Background: an optimization exercise with open tools, aiming at small area. Do not read the settings as production practice.
RTL that was checked went through simulation tests only; none was proved equivalent to the original.
Power is estimated from default activity; no workload was simulated.

== red ==
==> flow/design.v (excerpt) <==
module main
(clk, rst, JA,Left, Right,Up, Down,  sw,led, seg, an );
==> module display, before the edit <==
module display (clk, rst, tick, metronome_clk, state, combo_enable, a0, a1, a2, a3,
    s_th, s_h, s_t, s_u, c_th, c_h, c_t, c_u, seg, an);
input clk, rst, tick, metronome_clk, combo_enable;
input [1:0] state;
input [3:0] a0, a1, a2, a3;
input [4:0] s_th, c_th;
input [3:0] s_h, s_t, s_u, c_h, c_t, c_u;
output reg [6:0] seg;
output [3:0] an;
reg [1:0] PosClockReg;
reg isPosClock;
always @(posedge clk) begin
    if (rst)
        PosClockReg[1] <= 1'b0;
    else if (tick)
        PosClockReg[1] <= metronome_clk;
    if (tick) begin
        PosClockReg[0] <= PosClockReg[1];
        isPosClock <= ~PosClockReg[0] & PosClockReg[1];
    end
end
reg [4:0] tmpx;
reg [3:0] tmpy, tmpz, tmpq;
reg ty_arrow;
reg [1:0] DisReg;
reg ticked;
wire [4:0] th = combo_enable ? c_th : s_th;
wire [3:0] h = combo_enable ? c_h : s_h;
wire [3:0] t = combo_enable ? c_t : s_t;
wire [3:0] u = combo_enable ? c_u : s_u;
always @(posedge clk)
    if (rst) begin
        DisReg <= 0; ticked <= 0;
        tmpx <= 5'b10000; tmpy <= 4'b0000; tmpz <= 4'b0000; tmpq <= 4'b0000; ty_arrow <= 1'b1;
    end else if (tick) begin
        if (state == 2'd1) begin
            tmpx <= {th[4], th[3] | th[4], th[2:1], th[0] | th[4]};
            tmpy <= h; tmpz <= t; tmpq <= u; ty_arrow <= 1'b0;
        end else if (state == 2'd0 && isPosClock) begin
            tmpx <= {1'b1, a0}; tmpy <= a1; tmpz <= a2; tmpq <= a3; ty_arrow <= 1'b1;
        end
        DisReg <= DisReg + 2'd1;
        ticked <= 1;
    end
assign an = ticked ? ~(4'b1000 >> DisReg) : 4'b1111;
reg [4:0] num;
always @*
    case (DisReg)
        2'd0: num = tmpx;
        2'd1: num = {ty_arrow, tmpy};
        2'd2: num = {ty_arrow, tmpz};
        default: num = {ty_arrow, tmpq};
    endcase
always @*
    if (num[4])
        seg = {1'b1, ~num[1], ~num[1], ~num[2], ~num[0], ~num[0], ~num[3]};
    else
        case (num[3:0])
            4'd0: seg = 7'b1000000;
            4'd1: seg = 7'b1111001;
            4'd2: seg = 7'b0100100;
            4'd3: seg = 7'b0110000;
            4'd4: seg = 7'b0011001;
            4'd5: seg = 7'b0010010;
            4'd6: seg = 7'b0000010;
            4'd7: seg = 7'b1111000;
            4'd8: seg = 7'b0000000;
            4'd9: seg = 7'b0011000;
            4'd10: seg = 7'b1111110;    
            4'd11: seg = 7'b1110111;
            4'd12: seg = 7'b1001111;
            4'd13: seg = 7'b1111001;
            4'd14: seg = 7'b1110110;
            default: seg = 7'b1001110;
        endcase
endmodule
Settings: LEC_CHECK=0, ABC_AREA=1, CAP_MARGIN=20, CORE_MARGIN=2, CORE_UTILIZATION=40, CTS_BUF_LIST=sky130_fd_sc_hd__clkbuf_8, SLEW_MARGIN=20; clock period 150.0 ns.
standard.sh (not shown) runs the stock make flow with config.mk's settings and CLKGATE_MAP_FILE= SYNTH_SCRIPT=/design/flow/synth_recipe.tcl, a recipe that flattens the netlist after the stock synthesis.
==> flow/flow/run.sh <==
#!/bin/bash
# Own flow: the standard synthesis, then the logic (not the flip-flops) mapped again with
# a stronger ABC area script (four random seeds, the smallest result kept), then the standard flow's
# standard layout from floorplan to finish, with the smallest buffer on each port and the
# clock tree built from clkbuf_8 without dummy loads.
set -euo pipefail
W=$PWD
R=$W/orfs/results/$FLOW_PLATFORM/main/base
YOSYS=$FLOW_HOME/../tools/install/yosys/bin/yosys
LIB=$FLOW_HOME/platforms/sky130hd/lib/sky130_fd_sc_hd__tt_025C_1v80.lib

bash standard.sh synth > synth.log 2>&1
cp "$R/1_2_yosys.v" std.v
sed "s#@LIB@#$LIB#g" flow/remap1.ys > remap1.ys
"$YOSYS" -s remap1.ys > remap1.log 2>&1

for S in 1 2 3 4; do
    sed "s#@SEED@#$S#g" flow/remap.abc > remap_$S.abc
    sed "s#@LIB@#$LIB#g; s#@WORK@#$W#g; s#@SEED@#$S#g" flow/remap2.ys > remap2_$S.ys
    ( "$YOSYS" -s remap2_$S.ys > remap2_$S.log 2>&1 || true ) &
done
wait
best=""; best_area=""
for S in 1 2 3 4; do
    [[ -s new_$S.v && -s remap_$S.stat ]] || continue
    a=$(awk '/Chip area/ {print $NF}' remap_$S.stat)
    if [[ -z "$best" ]] || awk -v a="$a" -v b="$best_area" 'BEGIN {exit !(a < b)}'; then
        best=$S; best_area=$a
    fi
done
[[ -n "$best" ]]
echo "remap: seed $best, area $best_area" > remap_choice.log
cp new_$best.v "$R/1_2_yosys.v"
rm -f "$R/1_synth.odb" "$R/1_synth.sdc"
bash standard.sh finish "BUFFER_PORTS_ARGS=-buffer_cell sky130_fd_sc_hd__buf_1" \
    "CTS_ARGS=-sink_clustering_enable -repair_clock_nets -buf_list sky130_fd_sc_hd__clkbuf_8 -dont_use_dummy_load" \
    > finish.log 2>&1
Other scripts of this flow, unchanged in this note and not shown: flow/flow/remap.abc, flow/flow/remap1.ys, flow/flow/remap2.ys
Input-level comparison between blue and red:
--- a/flow/design.v
+++ b/flow/design.v
@@ -293,8 +293,21 @@
         PosClockReg[0] <= PosClockReg[1];
         isPosClock <= ~PosClockReg[0] & PosClockReg[1];
     end
 end
+function [4:0] enc_th;
+    input [4:0] v;
+    case (v)
+        5'd10: enc_th = 5'b11000;
+        5'd11: enc_th = 5'b10100;
+        5'd12: enc_th = 5'b10010;
+        5'd13: enc_th = 5'b10001;
+        5'd14: enc_th = 5'b11100;
+        5'd15: enc_th = 5'b11010;
+        5'd16: enc_th = 5'b11001;
+        default: enc_th = {1'b0, v[3:0]};
+    endcase
+endfunction
 reg [4:0] tmpx;
 reg [3:0] tmpy, tmpz, tmpq;
 reg ty_arrow;
 reg [1:0] DisReg;
@@ -308,10 +321,9 @@
         DisReg <= 0; ticked <= 0;
         tmpx <= 5'b10000; tmpy <= 4'b0000; tmpz <= 4'b0000; tmpq <= 4'b0000; ty_arrow <= 1'b1;
     end else if (tick) begin
         if (state == 2'd1) begin
-            tmpx <= {th[4], th[3] | th[4], th[2:1], th[0] | th[4]};
-            tmpy <= h; tmpz <= t; tmpq <= u; ty_arrow <= 1'b0;
+            tmpx <= enc_th(th); tmpy <= h; tmpz <= t; tmpq <= u; ty_arrow <= 1'b0;
         end else if (state == 2'd0 && isPosClock) begin
             tmpx <= {1'b1, a0}; tmpy <= a1; tmpz <= a2; tmpq <= a3; ty_arrow <= 1'b1;
         end
         DisReg <= DisReg + 2'd1;
@@ -340,14 +352,9 @@
             4'd6: seg = 7'b0000010;
             4'd7: seg = 7'b1111000;
             4'd8: seg = 7'b0000000;
             4'd9: seg = 7'b0011000;
-            4'd10: seg = 7'b1111110;    
-            4'd11: seg = 7'b1110111;
-            4'd12: seg = 7'b1001111;
-            4'd13: seg = 7'b1111001;
-            4'd14: seg = 7'b1110110;
-            default: seg = 7'b1001110;
+            default: seg = 7'b1111111;
         endcase
 endmodule
 `timescale 1ns / 1ps
 module collision (clk, rst, state, metronome_clk, is_pm, Up, Down, Left, Right, arrow,
--- outcome ---
- Compared blue against red; first-pass GRT wire length within noise.
- From red to blue the numbers moved as follows: share of total power in the clock network fell by 0.2 points; average wire per cell in the routed design fell by 2.4%.
- met2 usage ended up 1.1 points lower on blue than on red.
- Of blue and red, the run reporting the lower final worst clock skew was red.
- On blue: final area is about 0.8% higher than what red gave.
- Synthesis-to-layout area growth in blue vs red: down 0.17 points
- Ratio of final minimum period to clock period for blue: 0.88 points up relative to red
The RTL of red was laid out without a check of its function.

==> port drivers added, routing unchanged <==
The flow's constraints put no driver on any port. The routed layouts listed below were extracted and timed again, unchanged, in two steps. Step 1: set_driving_cell puts a clkbuf_16 on clk and a buf_2 on each other input, an assumption about the parent block. Step 2 also shifts input and output timing later by t, the mid clock arrival at the registers, as if the neighbouring blocks saw the same clock. a / b / c = ideal ports / drivers / drivers and shift; a / b = the first two.
run	t, ns	setup slack, ns	hold WS [ns]	worst setup path at the end	worst register clock-pin slew, ns
red	0.485	117.027 / 117.044 / 116.559	0.333 / 0.333 / 0.333	input to register	0.09 / 0.09
blue	0.480	115.711 / 115.730 / 115.251	0.329 / 0.329 / 0.329	input to register	0.09 / 0.09
After both steps setup and hold are still met in every run listed. The setup slack of red, which loses most, moves by +0.017 ns with the drivers and by -0.468 ns with both steps.
